Source: an optimization exercise on an open RTL-to-GDS flow (aim: small area and a short achievable clock period). Production flows keep margins and buffers that such runs may drop.
Power is estimated from default activity; no workload was simulated.

== run A ==
## processor_top
module processor_top (
input clk,
input rst,
input [7:0] instr_in,
output [4:0] pc_out,
output [7:0] acc_out,
output [7:0] ext_out,
output cb_out,
output halt_out
);
wire [3:0] n = instr_in[3:0];
wire [7:0] rf_data;
wire [7:0] alu_res;
wire [7:0] alu_ext;
wire alu_cb;
wire rf_we, pc_load, halt, acc_we, ext_we, cb_we;
wire binv, bz, sh_l, sh_r, rot_l, rot_r, asr;
wire s_add, s_mul, s_and, s_xor, s_mov;
reg [7:0] acc;
reg [7:0] ext;
reg cb;
control_unit cu0 (
.instr(instr_in),
.cb_in(cb),
.rf_we(rf_we),
.pc_load(pc_load),
.halt(halt),
.acc_we(acc_we),
.ext_we(ext_we),
.cb_we(cb_we),
.binv(binv),
.bz(bz),
.sh_l(sh_l),
.sh_r(sh_r),
.rot_l(rot_l),
.rot_r(rot_r),
.asr(asr),
.s_add(s_add),
.s_mul(s_mul),
.s_and(s_and),
.s_xor(s_xor),
.s_mov(s_mov)
);
program_counter pc0 (
.clk(clk),
.rst(rst),
.load(pc_load),
.hold(halt),
.adr_in(n),
.pc(pc_out)
);
register_file rf0 (
.clk(clk),
.rst(rst),
.adr(n),
.w_data(acc),
.we(rf_we),
.r_data(rf_data)
);
alu alu0 (
.a(acc),
.b(rf_data),
.binv(binv),
.bz(bz),
.sh_l(sh_l),
.sh_r(sh_r),
.rot_l(rot_l),
.rot_r(rot_r),
.asr(asr),
.s_add(s_add),
.s_mul(s_mul),
.s_and(s_and),
  ...
For scale: roughly 150 flip-flops, roughly 33 I/O pins.
==> flow/config.mk <==
export PLATFORM = sky130hd
export DESIGN_NAME = processor_top
export DESIGN_NICKNAME = processor_top
export VERILOG_FILES = /design/flow/design.v
export SDC_FILE = /design/flow/constraint.sdc
export NUM_CORES = 4
export LEC_CHECK = 0
export ABC_AREA = 1
export CAP_MARGIN = 20
export CORE_MARGIN = 2
export CORE_UTILIZATION = 40
export SETUP_SLACK_MARGIN = 3
export SLEW_MARGIN = 20
==> flow/constraint.sdc <==
create_clock -name core_clock -period 8.0 [get_ports {clk}]
set_input_delay 1.6000 -clock core_clock [delete_from_list [all_inputs] [get_ports {clk}]]
set_output_delay 1.6000 -clock core_clock [all_outputs]
set_load 0.01 [all_outputs]
standard.sh (not shown) runs the stock make flow with config.mk's settings and CLKGATE_MAP_FILE= SYNTH_SCRIPT=/design/flow/synth_recipe.tcl, a recipe that flattens the netlist after the stock synthesis.
==> flow/flow/run.sh <==
#!/bin/bash
# Standard layout, but synthesis leaves full and half adders to ABC as plain
# gates instead of mapping them to the library's fa/ha cells.
set -euo pipefail
export ADDER_MAP_FILE=
bash standard.sh finish > flow.log 2>&1
Run A reached the final stage; the timing, design-rule and antenna checks on its layout passed.
Edits applied to the flow inputs when going from run A to run B:
# run A
export LEC_CHECK = 0
export ABC_AREA = 1
export CAP_MARGIN = 20
export CORE_MARGIN = 2
export CORE_UTILIZATION = 40
export SETUP_SLACK_MARGIN = 3
export SLEW_MARGIN = 20
create_clock -name core_clock -period 8.0 [get_ports {clk}]
# run B
export LEC_CHECK = 0
export ABC_AREA = 1
export CAP_MARGIN = 20
export CORE_MARGIN = 2
export CORE_UTILIZATION = 40
export CTS_BUF_LIST = sky130_fd_sc_hd__clkbuf_8
export SETUP_SLACK_MARGIN = 3
export SLEW_MARGIN = 20
create_clock -name core_clock -period 8.0 [get_ports {clk}]
==> flow/flow/run.sh <==
#!/bin/bash
# Standard layout (the standard.sh) with two changes:
# - synthesis leaves full and half adders to ABC as plain gates instead of
#   mapping them to the library's slow fa/ha cells;
# - the port buffers that placement inserts are buf_2 cells.
set -euo pipefail
export ADDER_MAP_FILE=
export BUFFER_PORTS_ARGS="-buffer_cell sky130_fd_sc_hd__buf_2"
bash standard.sh finish > flow.log 2>&1
## What came out
- Total chip power went down by a little under 10% going from run A to run B.
- When run B is set beside run A, its part of the power in the clock network turns out to be 5.0 points smaller.
- Looking at design area, run B sits about 4% lower than run A does.
- For run A, the critical path start-end classification was in -> out, unlike run B, where it was in -> reg.
Relative to run B, the following input files were edited for run C:
# run B
export LEC_CHECK = 0
export ABC_AREA = 1
export CAP_MARGIN = 20
export CORE_MARGIN = 2
export CORE_UTILIZATION = 40
export CTS_BUF_LIST = sky130_fd_sc_hd__clkbuf_8
export SETUP_SLACK_MARGIN = 3
export SLEW_MARGIN = 20
create_clock -name core_clock -period 8.0 [get_ports {clk}]
# run C
export LEC_CHECK = 0
export ABC_AREA = 1
export CAP_MARGIN = 20
export CORE_MARGIN = 2
export CORE_UTILIZATION = 40
export SETUP_SLACK_MARGIN = 3.6
export SLEW_MARGIN = 20
create_clock -name core_clock -period 8.0 [get_ports {clk}]
==> flow/flow/run.sh <==
#!/bin/bash
# Standard layout, but synthesis leaves full and half adders to ABC as plain
# gates instead of mapping them to the library's fa/ha cells.
set -euo pipefail
export ADDER_MAP_FILE=
bash standard.sh finish > flow.log 2>&1
## What came out
Having completed the whole flow, run C delivered a layout that passed the timing, design-rule and antenna checks.
Shortest clock period the worst path allows after layout: run B and run C compared, lower one is run C
As of run C, finished layout cell area had risen by more than 10% compared to run B.
Run C and run B ended up with roughly the same clock skew.
Run B has lower maximum vdd ir drop than run C.
Capturing instance or port of the critical path = ext[6]$_DFFE_PP0P_: run B; capturing instance or port of the critical path = ext[4]$_DFFE_PP0P_: run C
Summary: total vias in the final route, run C worse than run B
Between run C and run B, it is run C whose routed wire length is higher, by 2.8%.
On internal power, the higher figure sits with run C, not run B.
The final reports for run C and run B show smallest hold slack lower in the former.
No functional check of the RTL was part of any run of this note.

---

P:
processor_top, a different RTL version from the one above (not shown whole).
Size: roughly 1600 cells after synthesis, roughly 150 flip-flops, roughly 0.010 sq mm of cells after synthesis.
## processor_top
module processor_top (
input clk,
input rst,
input [7:0] instr_in,
output [4:0] pc_out,
output [7:0] acc_out,
output [7:0] ext_out,
output cb_out,
output halt_out
);
clock: 8.0 ns
lec_check: 0
abc_area: 1
cap_margin: 20
core_margin: 2
core_utilization: 40
setup_slack_margin: 3
slew_margin: 20
==> flow/flow/run.sh <==
#!/bin/bash
# Standard layout, but synthesis leaves full and half adders to ABC as plain
# gates instead of mapping them to the library's fa/ha cells.
set -euo pipefail
export ADDER_MAP_FILE=
bash standard.sh finish > flow.log 2>&1
The inputs of Q differ from those of P as listed below.
==> flow/run.sh (new file) <==
#!/bin/bash
# synth_recipe.tcl (not shown) runs the flow's synth.tcl, then flattens the netlist and writes it again
# the make line also repeats each setting of config.mk as NAME=value (left out here)
make -C /OpenROAD-flow-scripts/flow DESIGN_CONFIG=/design/flow/config.mk WORK_HOME=/design/flow/orfs CLKGATE_MAP_FILE= SYNTH_SCRIPT=/design/flow/synth_recipe.tcl finish
removed: flow/flow/run.sh
removed: flow/standard.sh
Notes after the runs:
Slowest cell on the critical path = fa_1: Q; slowest cell on the critical path = clkdlybuf4s50_1: P. Compared with P, Q shows a share of power burned in combinational logic that is 1.8 points higher. Fmax: Q below P. Summary — routed wirelength normalized by instance count, Q relative to P: higher, by 5.2%. Going from P to Q, number of rows in the core area -3.4%, via count -1644. Comparing Q and P, the higher data required time of the critical path is on Q.
The following lists how R was set up differently from Q:
Settings: clearing SETUP_SLACK_MARGIN, which used to be 3; clearing ABC_AREA, which used to be 1.
==> notes.md <==
R finished every stage and its layout cleared the timing, design-rule and antenna checks. R vs. Q: share of the core filled with cells went down by 7.8 points; register-to-register path setup slack -0.85 ns; post-synthesis compound-gate area fraction now larger. R against Q: detailed-route wire length on metal 1 fell about 10%; leakage power summed over all cells fell 0.69 nW; worst hold slack fell 0.0069 ns; placed instance area about even. Clock period minus final worst setup slack, R and Q: larger value in R. Measured against each other, R and Q differ in worst slack after detailed placement, the lower figure coming from R.
No run of this note included a check of the RTL's function; only the layout flow was run.

[port drivers added, routing unchanged]
In the flow no input, the clock included, has a driving cell. The finished layouts below were timed again as built, in two steps.
Step 1: set_driving_cell puts a clkbuf_16 on clk and a buf_2 on each other input, an assumption about the parent block.
Step 2 times the ports against the registers' clock, not the clock port: input delays grow and output delays shrink by t, the midpoint of the rising clock arrivals with the driver on.
Three values: no drivers, after step 1, after step 2; two values: the first two.
run	t, ns	setup WS [ns]	worst setup path at the end	clock arrival spread, ns	slew at the worst register clock pin (ns)
run A	0.480	3.274 / 3.249 / 2.844	input to register	0.023 / 0.024	0.09 / 0.09
run B	0.502	3.226 / 3.229 / 2.738	input to register	0.027 / 0.026	0.12 / 0.12
run C	0.478	3.637 / 3.634 / 3.155	input to register	0.019 / 0.019	0.08 / 0.08
P	0.470	3.134 / 3.094 / 2.879	input to register	0.020 / 0.020	0.08 / 0.08
Q	0.479	2.844 / 2.824 / 2.344	input to register	0.019 / 0.019	0.08 / 0.08
R	0.480	1.000 / 1.015 / 0.535	input to register	0.009 / 0.010	0.07 / 0.07
After both steps every run listed still meets setup and hold. For Q, which loses most, drivers alone change the setup slack by -0.020 ns; drivers and shift together by -0.500 ns.
